Context: an optimization exercise on an open-source flow, tuned for small area and a short achievable clock period. The choices shown serve that exercise and are no tape-out recipe.
Function was checked by simulation only, so behaviour that the tests miss may differ from the original.
Power and IR drop assume default switching activity.

== indigo ==
## fir_filter
module fir_filter (
    input  logic        clk,
    input  logic        reset,
    input  logic [15:0] data_in,
    output logic [15:0] data_out
);
Size: ~400 flip-flops, about 34 I/O pins, about 24,000 µm² of cells after synthesis.
clock: 7.0 ns
lec_check: 0
cap_margin: 20
core_margin: 2
core_utilization: 40
slew_margin: 20
run.sh (not shown) runs the stock make flow with config.mk's settings and CLKGATE_MAP_FILE= SYNTH_SCRIPT=/design/flow/synth_recipe.tcl, a recipe that flattens the netlist after the stock synthesis.
The final layout from indigo, which completed every stage, passed the timing, DRC and antenna checks at the end of the flow.
> inputs changed (indigo -> ember)
# indigo
export LEC_CHECK = 0
export CAP_MARGIN = 20
export CORE_MARGIN = 2
export CORE_UTILIZATION = 40
export SLEW_MARGIN = 20
create_clock -name core_clock -period 7.0 [get_ports {clk}]
# ember
export LEC_CHECK = 0
export ABC_CLOCK_PERIOD_IN_PS = 2500
export CAP_MARGIN = 20
export CORE_MARGIN = 2
export CORE_UTILIZATION = 40
export SETUP_SLACK_MARGIN = 4.3
export SLEW_MARGIN = 20
create_clock -name core_clock -period 7.0 [get_ports {clk}]
Findings:
- Comparing portion of total power attributed to sequential cells for ember and indigo, the bigger number came from indigo.
- ember and indigo ended up with nearly the same clock network area share.
- The post-detailed-placement half-perimeter wirelength on ember is in line with that on indigo.
> inputs changed (ember -> cedar)
# ember
export LEC_CHECK = 0
export ABC_CLOCK_PERIOD_IN_PS = 2500
export CAP_MARGIN = 20
export CORE_MARGIN = 2
export CORE_UTILIZATION = 40
export SETUP_SLACK_MARGIN = 4.3
export SLEW_MARGIN = 20
create_clock -name core_clock -period 7.0 [get_ports {clk}]
# cedar
export LEC_CHECK = 0
export ABC_CLOCK_PERIOD_IN_PS = 2500
export CAP_MARGIN = 20
export CORE_MARGIN = 2
export CORE_UTILIZATION = 40
export SLEW_MARGIN = 20
create_clock -name core_clock -period 7.0 [get_ports {clk}]
--- outcome ---
- Compared with ember, placement density in the core of cedar is lower.
- [compare] base=ember new=cedar: post-route minimum period picked up an extra 0.68 ns, routed wire length lost 5.3%, sequential share of layout area picked up an extra 2.1 points.
- Number of vias per cell: cedar lower than ember
- Taking ember as the reference, in cedar post-synthesis to final-layout area growth dropped 7.7 points, signal arrival time at the worst endpoint +0.63 ns, detailed-routing wirelength on met1 now sits lower.
- Count of clock buffers in the final design: lower on ember

---

fir_filter again, from the RTL that the note above started with.
Design fir_filter, start of the top module:
module fir_filter (
    input  logic        clk,
    input  logic        reset,
    input  logic [15:0] data_in,
    output logic [15:0] data_out
);
export LEC_CHECK = 0
export CAP_MARGIN = 20
export CORE_MARGIN = 2
export CORE_UTILIZATION = 40
export SETUP_SLACK_MARGIN = 4.3
export SLEW_MARGIN = 20
create_clock -name core_clock -period 7.0 [get_ports {clk}]
standard.sh (not shown) runs the stock make flow with config.mk's settings and CLKGATE_MAP_FILE= SYNTH_SCRIPT=/design/flow/synth_recipe.tcl, a recipe that flattens the netlist after the stock synthesis.
==> flow/flow/run.sh <==
#!/bin/bash
# Own layout flow: the standard ORFS flow (standard.sh), with two changes:
#  - after the standard synthesis (synth_recipe.tcl, unchanged) has written the
#    netlist, flow/fixinv.py removes the inverters Yosys leaves around full adders
#    (a full adder is self-dual, so complementing all its pins keeps its function);
#    registers are not touched;
#  - extra ORFS settings exported from flow/env.sh (port buffer cell etc.).
# Each tool's output goes to a log file in this folder (ORFS keeps its own per-step
# logs under orfs/logs).
set -euo pipefail
HERE=$(pwd)
cp synth_recipe.tcl my_synth.tcl
cat >> my_synth.tcl <<EOS
exec python3 $HERE/flow/fixinv.py \$::env(RESULTS_DIR)/1_2_yosys.v \$::env(RESULTS_DIR)/1_2_yosys.v 2> $HERE/fixinv.log
EOS
sed "s#SYNTH_SCRIPT=[^ ]*#SYNTH_SCRIPT=$HERE/my_synth.tcl#" standard.sh > my_standard.sh
if [[ -f flow/env.sh ]]; then source flow/env.sh; fi
bash my_standard.sh > flow_make.log 2>&1
Other scripts of this flow, unchanged in this note and not shown: flow/flow/env.sh, flow/flow/fixinv.py
The starting point ran to the end with no violations.
Change:
--- a/flow/config.mk
+++ b/flow/config.mk
@@ -10,2 +10,3 @@
 export CORE_UTILIZATION = 40
+export CTS_CLUSTER_SIZE = 30
 export SETUP_SLACK_MARGIN = 4.3
The new run completed without violations.
Power does not change.
Clock-buffer cell count does not change.
Maximum frequency stays the same.
Register-to-register slack hardly moves.
Worst setup slack is unchanged.
Via count does not change.
Routed wire length stays the same.
Change:
--- a/flow/config.mk
+++ b/flow/config.mk
@@ -10,3 +10,3 @@
 export CORE_UTILIZATION = 40
-export CTS_CLUSTER_SIZE = 30
+export CTS_BUF_LIST = sky130_fd_sc_hd__clkbuf_8
 export SETUP_SLACK_MARGIN = 4.3
What happened:
- The new run completed with no timing, DRC or antenna violations
- critical path depth rises by 1
- utilization came out higher by 0.20 points
- wire length is about the same

---

fir_filter, a different RTL version from the one above (not shown whole).
// fir_filter
module fir_filter (
    input  logic        clk,
    input  logic        reset,
    input  logic [15:0] data_in,
    output logic [15:0] data_out
);
clock: 7.0 ns
lec_check: 0
cap_margin: 20
core_margin: 2
core_utilization: 60
cts_cluster_diameter: 120
cts_cluster_size: 30
place_density: 0.7
setup_slack_margin: 4.6
slew_margin: 20
==> flow/flow/run.sh <==
#!/bin/bash
# Own layout flow: the standard ORFS flow (standard.sh), with two changes:
#  - synthesis skips the fine-grained 'abc -fast' pre-mapping (see below), and after it
#    has written the netlist, flow/fixinv.py removes the inverters Yosys leaves around full adders
#    (a full adder is self-dual, so complementing all its pins keeps its function);
#    registers are not touched;
#  - extra ORFS settings exported from flow/env.sh (port buffer cell etc.).
# Each tool's output goes to a log file in this folder (ORFS keeps its own per-step
# logs under orfs/logs).
set -euo pipefail
HERE=$(pwd)
# The standard flow's synthesis script, with Yosys's fine-grained 'abc -fast' pre-mapping skipped
# (-noabc), so the explicit full adders of the RTL reach extract_fa as written; the
# final ABC mapping of synth.tcl still runs. Registers are mapped exactly as before.
sed '1s/yosys synth -nofsm -noshare/yosys synth -nofsm -noshare -noabc/' synth_recipe.tcl > my_synth.tcl
grep -q -- '-noabc' my_synth.tcl
cat >> my_synth.tcl <<EOS
exec python3 $HERE/flow/fixinv.py \$::env(RESULTS_DIR)/1_2_yosys.v \$::env(RESULTS_DIR)/1_2_yosys.v 2> $HERE/fixinv.log
EOS
sed "s#SYNTH_SCRIPT=[^ ]*#SYNTH_SCRIPT=$HERE/my_synth.tcl#" standard.sh > my_standard.sh
if [[ -f flow/env.sh ]]; then source flow/env.sh; fi
bash my_standard.sh > flow_make.log 2>&1
Other scripts of this flow, unchanged in this note and not shown: flow/flow/env.sh, flow/flow/fixinv.py
The baseline finished clean.
Next try:
CORE_UTILIZATION = 40   (was 60)
PLACE_DENSITY = default   (was 0.7)
SETUP_SLACK_MARGIN = 4.3   (was 4.6)
=> Total power is lower by 6.4%. Wire length goes down by 0.50%. Global-route usage fell by 9.1 points. Critical path depth grows by 1.

---

Another version of the RTL of fir_filter (not shown whole).
For scale: about 1300 cells after synthesis, roughly 34 I/O pins, roughly 21000 um^2 of cells after synthesis.
Design fir_filter, start of the top module:
module fir_filter (
    input  logic        clk,
    input  logic        reset,
    input  logic [15:0] data_in,
    output logic [15:0] data_out
);
logic [15:0] x[8:0];
logic [16:0] p1, p2, p3, p4;
logic [8:0] p0lo;
logic [7:0] x9h;
wire [8:0] p0hi;
wire [16:0] p0 = {p0hi, p0lo[7:0]};
logic [112:0] s0;
logic [44:0] s1;
wire pa1_g0_0 = x[0][0] & x[7][0];
wire pa1_p0 = x[0][0] ^ x[7][0];
wire pa1_g1_0 = x[0][1] & x[7][1];
wire pa1_p1 = x[0][1] ^ x[7][1];
wire pa1_g2_0 = x[0][2] & x[7][2];
wire pa1_p2 = x[0][2] ^ x[7][2];
wire pa1_g3_0 = x[0][3] & x[7][3];
wire pa1_p3 = x[0][3] ^ x[7][3];
wire pa1_g4_0 = x[0][4] & x[7][4];
wire pa1_p4 = x[0][4] ^ x[7][4];
wire pa1_g5_0 = x[0][5] & x[7][5];
wire pa1_p5 = x[0][5] ^ x[7][5];
wire pa1_g6_0 = x[0][6] & x[7][6];
wire pa1_p6 = x[0][6] ^ x[7][6];
wire pa1_g7_0 = x[0][7] & x[7][7];
wire pa1_p7 = x[0][7] ^ x[7][7];
wire pa1_g8_0 = x[0][8] & x[7][8];
wire pa1_p8 = x[0][8] ^ x[7][8];
wire pa1_g9_0 = x[0][9] & x[7][9];
wire pa1_p9 = x[0][9] ^ x[7][9];
wire pa1_g10_0 = x[0][10] & x[7][10];
wire pa1_p10 = x[0][10] ^ x[7][10];
wire pa1_g11_0 = x[0][11] & x[7][11];
wire pa1_p11 = x[0][11] ^ x[7][11];
wire pa1_g12_0 = x[0][12] & x[7][12];
wire pa1_p12 = x[0][12] ^ x[7][12];
wire pa1_g13_0 = x[0][13] & x[7][13];
wire pa1_p13 = x[0][13] ^ x[7][13];
wire pa1_g14_0 = x[0][14] & x[7][14];
wire pa1_p14 = x[0][14] ^ x[7][14];
wire pa1_g15_0 = x[0][15] & x[7][15];
wire pa1_p15 = x[0][15] ^ x[7][15];
wire pa1_G1 = pa1_g1_0 | (pa1_p1 & pa1_g0_0);
wire pa1_P1 = pa1_p1 & pa1_p0;
  ...
clock: 7.0 ns
lec_check: 0
cap_margin: 20
core_margin: 2
core_utilization: 60
cts_cluster_diameter: 120
cts_cluster_size: 30
place_density: 0.7
setup_slack_margin: 4.45
slew_margin: 20
Scripts as last shown in full above: flow/flow/run.sh
Other scripts of this flow, unchanged in this note and not shown: flow/flow/env.sh, flow/flow/fixinv.py
==> next run, changes <==
- SETUP_SLACK_MARGIN: 4.45 -> 4.3
What happened: Sequential power went down by about 1%; global-route usage went down by 1.7 points; non-clock buffer count went down by 53; setup slack improves by 0.078 ns; cell count went down by about 2.7%; final area went down by 4.7%.

---

fir_filter with an RTL version that a note above also has.
Size: ~1,300 cells after synthesis, ~34 I/O pins.
export LEC_CHECK = 0
export CAP_MARGIN = 20
export CORE_MARGIN = 2
export CORE_UTILIZATION = 60
export CTS_CLUSTER_DIAMETER = 120
export CTS_CLUSTER_SIZE = 30
export PLACE_DENSITY = 0.7
export SETUP_SLACK_MARGIN = 4.3
export SLEW_MARGIN = 20
create_clock -name core_clock -period 7.0 [get_ports {clk}]
Scripts as last shown in full above: flow/flow/run.sh
Other scripts of this flow, unchanged in this note and not shown: flow/flow/env.sh, flow/flow/fixinv.py
The first run produced a clean layout.
==> next run, changes <==
- SETUP_SLACK_MARGIN: 4.3 -> 4.0
=> Worst setup slack got worse by 0.18 ns; via count falls by 1.3%; area after synthesis stays the same; cell area falls by 3.1%; register-to-register slack got worse by 0.18 ns.

-- port drivers added, routing unchanged --
How much do the figures lean on ideal ports? The routed layouts below were timed once more, with nothing changed but the port constraints.
Step 1 assumes that a clkbuf_16 drives the clock port and a buf_2 every other input.
Step 2, shift: input delay + t, output delay - t, t = (earliest + latest rising clock arrival at the registers) / 2. This alone moves slack from input paths to output paths.
Three values: ideal ports, drivers, drivers and shift; two values: the first two.
| run | t, ns | setup slack, ns | worst setup path after step 2 | worst slew at a driven data input, ns |
|---|---|---|---|---|
| indigo | 0.627 | 3.440 / 3.480 / 2.853 | input to register | 0.03 |
| ember | 0.633 | 4.123 / 4.123 / 3.749 | input to register | 0.04 |
| cedar | 0.627 | 3.440 / 3.480 / 2.853 | input to register | 0.03 |
| the first run of note 2 | 0.623 | 4.246 / 4.246 / 3.710 | input to register | 0.04 |
| the second run of note 2 | 0.623 | 4.246 / 4.246 / 3.710 | input to register | 0.04 |
| the third run of note 2 | 0.690 | 4.239 / 4.239 / 3.644 | input to register | 0.04 |
| the first run of note 3 | 0.581 | 4.237 / 4.237 / 3.824 | input to register | 0.05 |
| the second run of note 3 | 0.583 | 4.232 / 4.232 / 3.846 | input to register | 0.05 |
| the first run of note 4 | 0.577 | 4.185 / 4.185 / 3.938 | input to register | 0.04 |
| the second run of note 4 | 0.572 | 4.263 / 4.263 / 3.829 | input to register | 0.03 |
| the first run of note 5 | 0.575 | 4.259 / 4.259 / 3.800 | input to register | 0.05 |
| the second run of note 5 | 0.583 | 4.076 / 4.076 / 3.776 | input to register | 0.03 |
After both steps every run listed still meets setup and hold. The setup slack of the third run of note 2, which loses most, moves by 0.000 ns with the drivers and by -0.595 ns with both steps.
